Context: an optimization exercise on an open-source flow, tuned for small area. The choices shown serve that exercise and are no tape-out recipe. Only simulation tests tie the RTL to the original design; equivalence was not proved. Power is estimated from default activity; no workload was simulated.

==> constraint.sdc <==
create_clock -name core_clock -period 20.0 [get_ports {clk}]
set_input_delay 4.0000 -clock core_clock [delete_from_list [all_inputs] [get_ports {clk}]]
set_output_delay 4.0000 -clock core_clock [all_outputs]
set_load 0.01 [all_outputs]
==> standard.sh <==
#!/bin/bash
# synth_recipe.tcl (not shown) runs the flow's synth.tcl, then flattens the netlist and writes it again
# the make line also repeats each setting of config.mk as NAME=value (left out here)
make -C /OpenROAD-flow-scripts/flow DESIGN_CONFIG=/design/flow/config.mk WORK_HOME=/design/flow/orfs CLKGATE_MAP_FILE= SYNTH_SCRIPT=/design/flow/synth_recipe.tcl "${@:-finish}"
==> flow/run.sh <==
#!/bin/bash
set -euo pipefail
bash standard.sh \
  "BUFFER_PORTS_ARGS=-buffer_cell sky130_fd_sc_hd__buf_1" \
  "CTS_ARGS=-sink_clustering_enable -repair_clock_nets -buf_list sky130_fd_sc_hd__clkbuf_8 -dont_use_dummy_load" \
  finish > standard.log 2>&1
==> design.v <==
module SpaceInvaders (
  input clk,
  input reset,
  input btnLeftInput,
  input btnRightInput,
  input fire,
  output [7:0] rgb,
  output hSync,
  output vSync,
  output victory,
  output defeat
  );
function [12:0] add12(input [11:0] a, input [11:0] b, input cin);
  integer i;
  reg c;
  begin
    c = cin;
    for (i = 0; i < 12; i = i + 1) begin
      add12[i] = a[i] ^ b[i] ^ c;
      c = (a[i] & b[i]) | (c & (a[i] ^ b[i]));
    end
    add12[12] = c;
  end
endfunction
function ge(input [11:0] x, input [11:0] k);
  integer i;
  reg r;
  begin
    r = 1'b1;
    for (i = 0; i < 12; i = i + 1)
      r = k[i] ? (x[i] & r) : (x[i] | r);
    ge = r;
  end
endfunction
function le(input [11:0] x, input [11:0] k);
  integer i;
  reg r;
  begin
    r = 1'b1;
    for (i = 0; i < 12; i = i + 1)
      r = k[i] ? (~x[i] | r) : (~x[i] & r);
    le = r;
  end
endfunction
localparam [5:0] ZSTART = 6'd1;
reg t0;
reg [9:0] hc;
reg [9:0] vc;
reg [5:0] zc;
function [5:0] lfsr(input [5:0] s);
  lfsr = {s[4:0], s[5] ^ s[4]};
endfunction
function [5:0] lfsrn(input [5:0] s, input integer n);
  integer i;
  begin
    lfsrn = s;
    for (i = 0; i < n; i = i + 1) lfsrn = lfsr(lfsrn);
  end
endfunction
localparam [5:0] ZEND = lfsrn(ZSTART, 49);
wire lineEnd = hc[9] & ~hc[8] & hc[7] & hc[4];                   
wire frameEnd = ~vc[9] & vc[8] & vc[7] & vc[6] & vc[5] & vc[3] & vc[0];  
wire hAct = ~(hc[9] & (hc[8] | hc[7]));                           
wire vAct = ~(vc[9] | (vc[8] & vc[7] & vc[6] & vc[5]));           
wire [9:0] vPos = vAct ? vc : 10'd0;
wire zcEnd = (zc == ZEND);
wire zzEnable = zcEnd;
wire moveNow  = (zc == ZSTART);
wire laserEnable = t0 & (&hc[2:0]);
wire [12:0] hcInc = add12({2'b00, hc}, 12'd0, t0);
wire [12:0] vcInc = add12({2'b00, vc}, 12'd0, t0 & lineEnd);
always @(posedge clk) begin
  if (reset) begin
    t0 <= 1'b0;
    hc <= 10'd880;
    vc <= 10'd993;
    zc <= ZSTART;
  end else begin
    t0 <= ~t0;
    zc <= zcEnd ? ZSTART : lfsr(zc);
    hc <= (t0 & lineEnd) ? 10'd881 : hcInc[9:0];
    vc <= (t0 & lineEnd & frameEnd) ? 10'd993 : vcInc[9:0];
  end
end
assign hSync = ~(hc[9] & hc[8] & ~(hc[7] & hc[6] & (hc[5] | hc[4])));
assign vSync = ~(vc[9] & ~vc[4] & ~vc[3] & ~vc[2] & (vc[1] ^ vc[0]));
reg [1:0] bl, br;
always @(posedge clk) begin
  if (reset) begin
    bl <= 2'b10;
    br <= 2'b10;
  end else begin
    bl <= {btnLeftInput & (bl[0] | bl[1]), btnLeftInput & ~bl[0] & ~bl[1]};
    br <= {btnRightInput & (br[0] | br[1]), btnRightInput & ~br[0] & ~br[1]};
  end
end
wire left = bl[0];
wire right = br[0];
reg [4:0] gm;
wire [12:0] gph = add12({7'd0, gm}, {9'd0, gm[4:2]}, 1'b0);
wire [7:0] gp = {gph[5:0], gm[1:0]};
reg shipColor;
wire [7:0] sds;
wire sdc;
AddC #(.W(8), .CIN(1)) shipSub (.a(hc[9:2]), .b(~gp), .s(sds), .co(sdc));
wire [10:0] sd = {~sdc, sds, hc[1:0]};
wire ss = sd[10];
wire [5:0] sx = sd[5:0] ^ {6{ss}};               
wire [4:0] sw = vc[4:0] + 5'd7;                   
wire [12:0] stri = add12({6'd0, sx}, {6'd0, 1'b1, ~sw}, ss);
wire shipBox = ge({2'b00, vc}, 12'd442) & le({2'b00, vc}, 12'd470) &
               (ss ? ge({1'b0, sd}, 12'd2010) : le({1'b0, sd}, 12'd38));
wire shipRect = ss ? (ge({6'd0, sx}, 12'd21) & le({6'd0, sx}, 12'd28))
                   : (ge({6'd0, sx}, 12'd22) & le({6'd0, sx}, 12'd29));
wire shipTri = ~stri[6] & (ss | (|sx));
wire shipShape = shipRect | shipTri;
wire leftOk = left & ge({7'd0, gm}, 12'd3);
wire rightOk = right & le({7'd0, gm}, 12'd29);
wire [4:0] gpAdd;
wire gpc;
AddC #(.W(5), .CIN(0)) gmStep (.a(gm), .b({{4{leftOk}}, leftOk | rightOk}), .s(gpAdd), .co(gpc));
always @(posedge clk) begin
  if (reset) begin
    gm <= 5'd16;
    shipColor <= 1'b0;
  end else begin
    gm <= gpAdd;
    if (shipBox) shipColor <= shipShape;
  end
end
reg [14:0] alive;
reg [10:0] nx;                  
reg [4:0] yn;
wire [12:0] yah = add12({7'd0, yn}, {9'd0, yn[4:2]}, 1'b0);
wire [7:0] ya = {yah[5:0], yn[1:0]};
reg idx, idxD;
reg defeatR;
reg killing;
reg [1:0] lastMotion;
wire canRight = idxD ? ge({1'b0, nx}, 12'd1464) : ge({1'b0, nx}, 12'd1424);  
wire canLeft  = idxD | ~(ge({1'b0, nx}, 12'd2031) & le({1'b0, nx}, 12'd2036));  
wire colDead0 = ~(alive[0] | alive[5] | alive[10]);
wire colDead1 = ~(alive[1] | alive[6] | alive[11]);
reg [8:0] nym;                  
reg [4:0] glm;
wire [12:0] glh = add12({7'd0, glm}, {9'd0, glm[4:2]}, 1'b0);
wire [7:0] gl = {glh[5:0], glm[1:0]};               
reg [1:0] colorLaser;
wire laserAlive = |nym;
wire [10:0] nxA = nx;
wire [7:0] nya = ~ya;
wire [7:0] hes;
wire hec;
AddC #(.W(8), .CIN(0)) hitXSub (.a(gl), .b(nxA[9:2]), .s(hes), .co(hec));
wire [10:0] he = {nxA[10] ^ hec, hes, nxA[1:0]};
wire [6:0] hfs;
wire hfc;
AddC #(.W(7), .CIN(0)) hitYSub (.a(nym[8:2]), .b(ya[6:0]), .s(hfs), .co(hfc));
wire [7:0] hf = {ya[7] ^ hfc, ~hfs};
wire [4:0] ha = he[7:3];
wire hlo = ~he[2] & ~(he[1] & he[0]);
wire hz = ~|he[10:8];
wire [4:0] hitCol;
assign hitCol[0] = hz & (ha == 5'd0  | ha == 5'd1  | (ha == 5'd2  & hlo));
assign hitCol[1] = hz & (ha == 5'd5  | ha == 5'd6  | (ha == 5'd7  & hlo));
assign hitCol[2] = hz & (ha == 5'd10 | ha == 5'd11 | (ha == 5'd12 & hlo));
assign hitCol[3] = hz & (ha == 5'd15 | ha == 5'd16 | (ha == 5'd17 & hlo));
assign hitCol[4] = hz & (ha == 5'd20 | ha == 5'd21 | (ha == 5'd22 & hlo));
wire hfz = (nym[1:0] == 2'd3);
wire [2:0] hitRow;
assign hitRow[0] = (hf == 8'd0)  | (hf == 8'd1)  | (hf == 8'd2  & hfz);
assign hitRow[1] = (hf == 8'd5)  | (hf == 8'd6)  | (hf == 8'd7  & hfz);
assign hitRow[2] = (hf == 8'd10) | (hf == 8'd11) | (hf == 8'd12 & hfz);
wire [14:0] hit = alive & {{5{hitRow[2]}} & hitCol, {5{hitRow[1]}} & hitCol, {5{hitRow[0]}} & hitCol};
wire moveOk = moveNow & ~defeatR;
wire xDec = moveOk & (lastMotion == 2'd1) & canLeft;
wire xInc = moveOk & (lastMotion == 2'd2) & canRight;
wire yStep = moveOk & (lastMotion == 2'd3);
wire [10:0] xAAdd;
wire xAc;
AddC #(.W(11), .CIN(0)) xAStep (.a(nx), .b({{10{xInc}}, xDec | xInc}), .s(xAAdd), .co(xAc));
wire [12:0] yaAdd = add12({7'd0, yn}, 12'd0, yStep);
always @(posedge clk) begin
  if (reset) begin
    alive <= 15'h7fff;
    nx <= ~11'd40;
    yn <= 5'd2;
    idx <= 1'b0;
    lastMotion <= 2'd0;
  end else begin
    alive <= alive & ~hit;
    idx <= idx ^ (idx ? colDead1 : colDead0);
    if (zzEnable) begin
      case (lastMotion)
        2'd0, 2'd2: lastMotion <= canRight ? 2'd2 : 2'd3;
        2'd3: lastMotion <= canLeft ? 2'd1 : (canRight ? 2'd2 : 2'd0);
        2'd1: lastMotion <= canLeft ? 2'd1 : 2'd3;
      endcase
    end
    nx <= xAAdd;
    yn <= yaAdd[4:0];
  end
  idxD <= idx;
  killing <= |hit;
  defeatR <= yn[4] & yn[2] & yn[1];    
end
assign defeat = defeatR;
assign victory = ~|alive & ~killing;
wire [7:0] lxs;
wire lxc;
AddC #(.W(8), .CIN(1)) laserXSub (.a(hc[9:2]), .b(~gl), .s(lxs), .co(lxc));
wire [10:0] lx = {~lxc, lxs, hc[1:0]};                              
wire [8:0] ly;
wire lyc;
AddC #(.W(9), .CIN(0)) laserYSub (.a(vPos[8:0]), .b(nym), .s(ly), .co(lyc));
wire lxIn = (~|lx[10:3] & le({9'd0, lx[2:0]}, 12'd6)) | (&lx[10:3] & ge({9'd0, lx[2:0]}, 12'd2));
wire lyIn = (~|ly[8:3] & le({9'd0, ly[2:0]}, 12'd6)) | (&ly[8:3] & ge({9'd0, ly[2:0]}, 12'd2));
reg disc;
always @(*) begin
  case ({lx[3:0], ly[3:0]})
    8'haa, 8'hab, 8'hac, 8'ha4, 8'ha5, 8'ha6, 8'hba, 8'hbb, 8'hb5, 8'hb6, 8'hca, 8'hc6,
    8'h4a, 8'h46, 8'h5a, 8'h5b, 8'h55, 8'h56, 8'h6a, 8'h6b, 8'h6c, 8'h64, 8'h65, 8'h66:
      disc = 1'b0;
    default: disc = 1'b1;
  endcase
end
wire inLaser = lxIn & lyIn & disc;
reg [8:0] ymDec;
always @(*) begin : ymDecrement
  integer i;
  reg b;
  b = laserEnable & laserAlive;
  for (i = 0; i < 9; i = i + 1) begin
    ymDec[i] = nym[i] ^ b;
    b = b & nym[i];
  end
end
always @(posedge clk) begin
  if (reset)
    nym <= 9'h000;
  else if ((laserAlive && killing) || (laserEnable && nym == 9'h1ff))
    nym <= 9'h000;
  else if (!laserAlive && fire)
    nym <= ~9'd432;
  else
    nym <= ymDec[8:0];
  if (!reset && !laserAlive && fire) glm <= gm;
  colorLaser <= {laserAlive & inLaser & ~killing, laserAlive & inLaser};
end
wire [9:0] ahs;
wire ahc;
AddC #(.W(10), .CIN(0)) alienXSub (.a(hc), .b(nxA[9:0]), .s(ahs), .co(ahc));
wire [10:0] ah = {~ahc, ahs};
wire az0 = nxA[10] & ~|ah[10:8];
wire az1 = nxA[10] & &ah[10:8];
wire [4:0] inCol;
assign inCol[0] = (az0 & le({4'd0, ah[7:0]}, 12'd8)) | (az1 & ge({4'd0, ah[7:0]}, 12'd246));
assign inCol[1] = az0 & ge({4'd0, ah[7:0]}, 12'd30)  & le({4'd0, ah[7:0]}, 12'd48);
assign inCol[2] = az0 & ge({4'd0, ah[7:0]}, 12'd70)  & le({4'd0, ah[7:0]}, 12'd88);
assign inCol[3] = az0 & ge({4'd0, ah[7:0]}, 12'd110) & le({4'd0, ah[7:0]}, 12'd128);
assign inCol[4] = az0 & ge({4'd0, ah[7:0]}, 12'd150) & le({4'd0, ah[7:0]}, 12'd168);
wire [7:0] av;
wire avc;
AddC #(.W(8), .CIN(1)) alienYSub (.a(vPos[9:2]), .b(nya), .s(av), .co(avc));
wire avz = (vPos[1:0] == 2'd0);
wire [2:0] inRow;
assign inRow[0] = (av == 8'd255) | (av == 8'd0) | (av == 8'd1 & avz);
assign inRow[1] = (av == 8'd4)   | (av == 8'd5) | (av == 8'd6 & avz);
assign inRow[2] = (av == 8'd9)   | (av == 8'd10) | (av == 8'd11 & avz);
wire [14:0] drawn = alive & {{5{inRow[2]}} & inCol, {5{inRow[1]}} & inCol, {5{inRow[0]}} & inCol}
                    & {15{hAct}};
wire [2:0] colorAlien =
    ((drawn[0] | drawn[4] | drawn[8] | drawn[12]) ? 3'd2 : 3'd0) |
    ((drawn[1] | drawn[5] | drawn[9] | drawn[13]) ? 3'd3 : 3'd0) |
    ((drawn[2] | drawn[6] | drawn[10] | drawn[14]) ? 3'd4 : 3'd0) |
    ((drawn[3] | drawn[7] | drawn[11]) ? 3'd5 : 3'd0);
wire [2:0] colorSum = colorAlien + colorLaser + {2'b00, shipColor};
reg [2:0] rgbF;
always @(posedge clk)
  rgbF <= {colorSum == 3'd1 || colorSum == 3'd3 || colorSum == 3'd5 || colorSum == 3'd6,
           colorSum == 3'd2 || colorSum == 3'd3 || colorSum == 3'd4,
           colorSum == 3'd4 || colorSum == 3'd5};
assign rgb = {{3{rgbF[2]}}, {3{rgbF[1]}}, {2{rgbF[0]}}};
endmodule
module AddC #(parameter W = 8, parameter CIN = 0) (
  input [W-1:0] a,
  input [W-1:0] b,
  output [W-1:0] s,
  output co
  );
  wire [W:0] c;
  assign c[0] = CIN;
  genvar i;
  generate
    for (i = 0; i < W; i = i + 1) begin : bit_
      assign s[i] = a[i] ^ b[i] ^ c[i];
      assign c[i+1] = (a[i] & b[i]) | (c[i] & (a[i] ^ b[i]));
    end
  endgenerate
  assign co = c[W];
endmodule
==> config.mk <==
export PLATFORM = sky130hd
export DESIGN_NAME = SpaceInvaders
export DESIGN_NICKNAME = SpaceInvaders
export VERILOG_FILES = /design/flow/design.v
export SDC_FILE = /design/flow/constraint.sdc
export NUM_CORES = 4
export LEC_CHECK = 0
export CAP_MARGIN = 20
export CORE_MARGIN = 2
export CORE_UTILIZATION = 70
export CTS_BUF_LIST = sky130_fd_sc_hd__clkbuf_8
export SLEW_MARGIN = 20
==> summary.md <==
| Metric | Value |
|---|---|
| Synth Register Bits | 93 |
| Largest family of logic cells by synthesized area | adder cells |
| Max Root-Sink Buffers | 2 |
| First-pass DRT Iterations | 5 |
| Setup bufs post-CTS | 0 |
| Vias | around 5400 |
| Initial antenna violation count | 0 |
| # hold bufs at CTS | 0 |
| CP Class | register to register |
| DR WL/cell | ~18 um |
| Max frequency | between 100 and 150 MHz |
| GPL Wtd Cong | between 1 and 1.5 |
| CTS resizes | 0 |
| GR Util All Layers | a little under a third |
| First-pass GRT wire length | ~26000 um |
| Grt ovf | 0 |
| Worst setup margin | roughly 12 ns |
| Final period util | approximately 40% |
| Max-slew headroom | approximately 29% |
| Syn-to-layout area delta | 4.13% |
| Inserted Diodes | 0 |
| Core region area | ~9700 um2 |
| Maximum vdd drop | around 0.06 mV |
| DR iter-0 viols | 345 |
| Mean Syn Cell Area | between 9 and 10 um2 |
| Num CTS Buffers | 9 |
| Hold Vio Cnt, Final | 0 |
| IO Count | 17 |
| Cell count after placement | between 800 and 900 |
| Max-cap viol count | 0 |
| Clk sink count | 93 |
| Final setup violation count | 0 |
| Chip Width | just over 100 um |
| Crit-path max FO | 12 |
| Die height | 104 um |
| Drt drc | 0 |
| Cell row count | 36 |
| Yosys top cell area share | around 25% |
| Synth Area in Compound Gates | 13.0% |
| Prevailing post-synth register cell | dfxtp_1 |
| RSZ-0062 raised after global routing | no |
| CTS tree | done |
| Root buf cell | clkbuf_8 |
| Crit path DAT | about 8.5 ns |
| Die area | about 11000 um2 |
| Final HPWL DP | ~13000 um |
| Asr flop ratio synth | 0% |
| Ys Warns | 1 |
| Post-Route Setup TNS | 0 ns |
| Unique cell type count in the Yosys netlist | between 60 and 70 |
| Post-Synth XOR/XNOR Area | 2.65% |
| Vias in the first global route | about 5600 |
| Post-route antenna net violation count | 0 |
| Post-Syn Area | 6940 um2 |
| Syn nets | ~850 |
| H-Tree Depth | 3 |
| Clk slew on worst S/H paths | roughly 0.09 ns |
| EDFF count, synth | 5 |
| Critical Path RT | around 20 ns |
| Most frequent cell after synthesis | dfxtp_1 |
| Worst hold-check path type | register to register |
| Worst slack, placed | 11.96 ns |
| Final Max Slew Viols | 0 |
| NumNets Final | between 800 and 900 |
| Final Util | between 70 and 80% |
| Outcome | timing/DRC/antenna clean |
| Clock Latency Late Sink | roughly 0.40 ns |
| WL final | 15800 um |
| Cells after Synth | a little over 700 |
| Initial Util | just over 70% |
| Minimum clock period | 8.14 ns |
| Post-route insts no fill | roughly 860 |
| Share of cells above drive strength 1 | around 4.2% |
| Startpoint types | register |
| Port bufs | 16 |
| Setup Skew | around 0.023 ns |
| Register area share after synthesis | roughly 28% |
| Number of vias per cell | between 6 and 7 |
| Synth Area in Adders | between 20 and 30% |
| Setup crit end kind | register |
| Multiplexer share of the synthesized area | less than 1% |
| Post-synthesis simple-gate area fraction | between 20% and 30% |
| Slew of the pin with the lowest slew margin | 1.06 ns |
| Largest cells by area after synthesis | dfxtp_1 (25%), fa_1 (19%), ha_1 (11%) |
| Largest area contributor in the netlist | dfxtp_1 |
| PD cells | ~56 nW/um2 |
| Synth cell count leaders | dfxtp_1 (88), inv_1 (81), fa_1 (67) |
| Largest net degree at the start of global routing | 33 |
| Static Leak | ~3 nW |
==> flip-flops by register name, summed over array words and instances, names as in the netlist, 2 cells and up <==
signal      cells
glm             5
hc             10
bl              2
yn              5
lastMotion      2
vc             10
nym             9
colorLaser      2
gm              5
rgbF            3
br              2
alive          15
zc              6
nx             11
==> critical path, cell delays in order, from the launching register on <==
cell and delay [ns]:
dfxtp_1 0.57, ha_1 0.22, inv_1 0.05, fa_1 0.46, fa_1 0.47, fa_1 0.46
fa_1 0.46, fa_1 0.47, fa_1 0.43, inv_1 0.08, fa_1 0.17, inv_1 0.06
fa_1 0.40, inv_1 0.09, fa_1 0.41, nand4b_1 0.42, o41ai_1 0.67, nand3_1 0.13
o211ai_1 0.14, o21a_1 0.18, fa_1 0.17, inv_1 0.06, fa_1 0.52, or3_1 0.42
a2111oi_0 0.44, nor2_1 0.09, nand2_1 0.07
==> cell usage in the layout (no fill, tap or decap), types with 16 or more instances in the layout <==
| cell | count |
|---|---|
| a21o_1 | 17 |
| a21oi_1 | 18 |
| and2_1 | 19 |
| dfxtp_1 | 88 |
| fa_1 | 67 |
| ha_1 | 59 |
| inv_1 | 81 |
| nand2_1 | 51 |
| nand2b_1 | 16 |
| nor2_1 | 35 |
| nor2b_1 | 20 |
| nor4_1 | 16 |
| o21ai_0 | 20 |
==> worst paths after layout <==
path	startpoint	endpoint	slack, ns	cells after the start
worst min-delay path	idx	idxD	0.40	0
worst max register to register	hc[0]	rgbF[2]	11.86	26
worst max-delay path	hc[0]	rgbF[2]	11.86	26
worst min register to register	idx	idxD	0.40	0
==> layout make-up <==
class                      instances  area [um2]
clock buffer                       9         124
fill                             689        2450
inverter                          81         304
multi-input combinational        530        4650
sequential                        93        1910
tap                              133         166
timing repair buffer              18        76.3
==> layer usage <==
metal	GRT usage, %	up-vias	part of all wire, %
met2	53.1	201	50
met3	5.79	45	5.8
li1	-	2549	-
met4	13.9	0	3.3
met5	0	-	0
met1	39.2	2627	41
==> stage by stage <==
stage          hold WS [ns]  instance area (um2)  power (mW)
6_report              0.400                 7230       0.402
3_3_place_gp          0.380                 7100       0.297
5_1_grt               0.405                 7230       0.425
2_1_floorplan         0.344                 6940       0.280
3_5_place_dp          0.390                 7100       0.303
4_1_cts               0.401                 7220       0.403
==> cell families (layout without fill, tap and decap cells) <==
group                      count (synthesis)  count (layout)
AOI/OAI and AO/OA                        126             126
xor gates and xnor gates                  21              21
adders and majority gates                126             126
buffers and inverters                    100             108
DFF                                       93              93
muxes                                      4               4
and+or+nand+nor                          253             253
==> power by group <==
part,total [mW],internal [mW],switching [mW]
Sequential,0.202,0.193,0.00948
Combinational,0.0987,0.0423,0.0565
Clock,0.101,0.0403,0.0609

-- afterwards: timing with drivers on the ports --
How much do the figures lean on ideal ports? The routed layout below was timed once more, with nothing changed but the port constraints. Step 1 (the two cells are an assumption about what drives the block):
set clk [get_ports {clk}]
set_driving_cell -lib_cell sky130_fd_sc_hd__clkbuf_16 $clk
set_driving_cell -lib_cell sky130_fd_sc_hd__buf_2 [delete_from_list [all_inputs] $clk]
Step 2 moves the port delays by t, midway between the first and last clock arrival at a register: inputs arrive t later, outputs are due t later. That takes back most of the time a late clock gives input paths. a / b / c = no drivers / after step 1 / after step 2; a / b = the first two.
t, ns: 0.425
slack for setup (ns): 11.858 / 11.858 / 11.858
worst setup path after step 2: register to register
After both steps this run still meets setup and hold. The setup slack of this run moves by 0.000 ns with the drivers and by 0.000 ns with both steps.
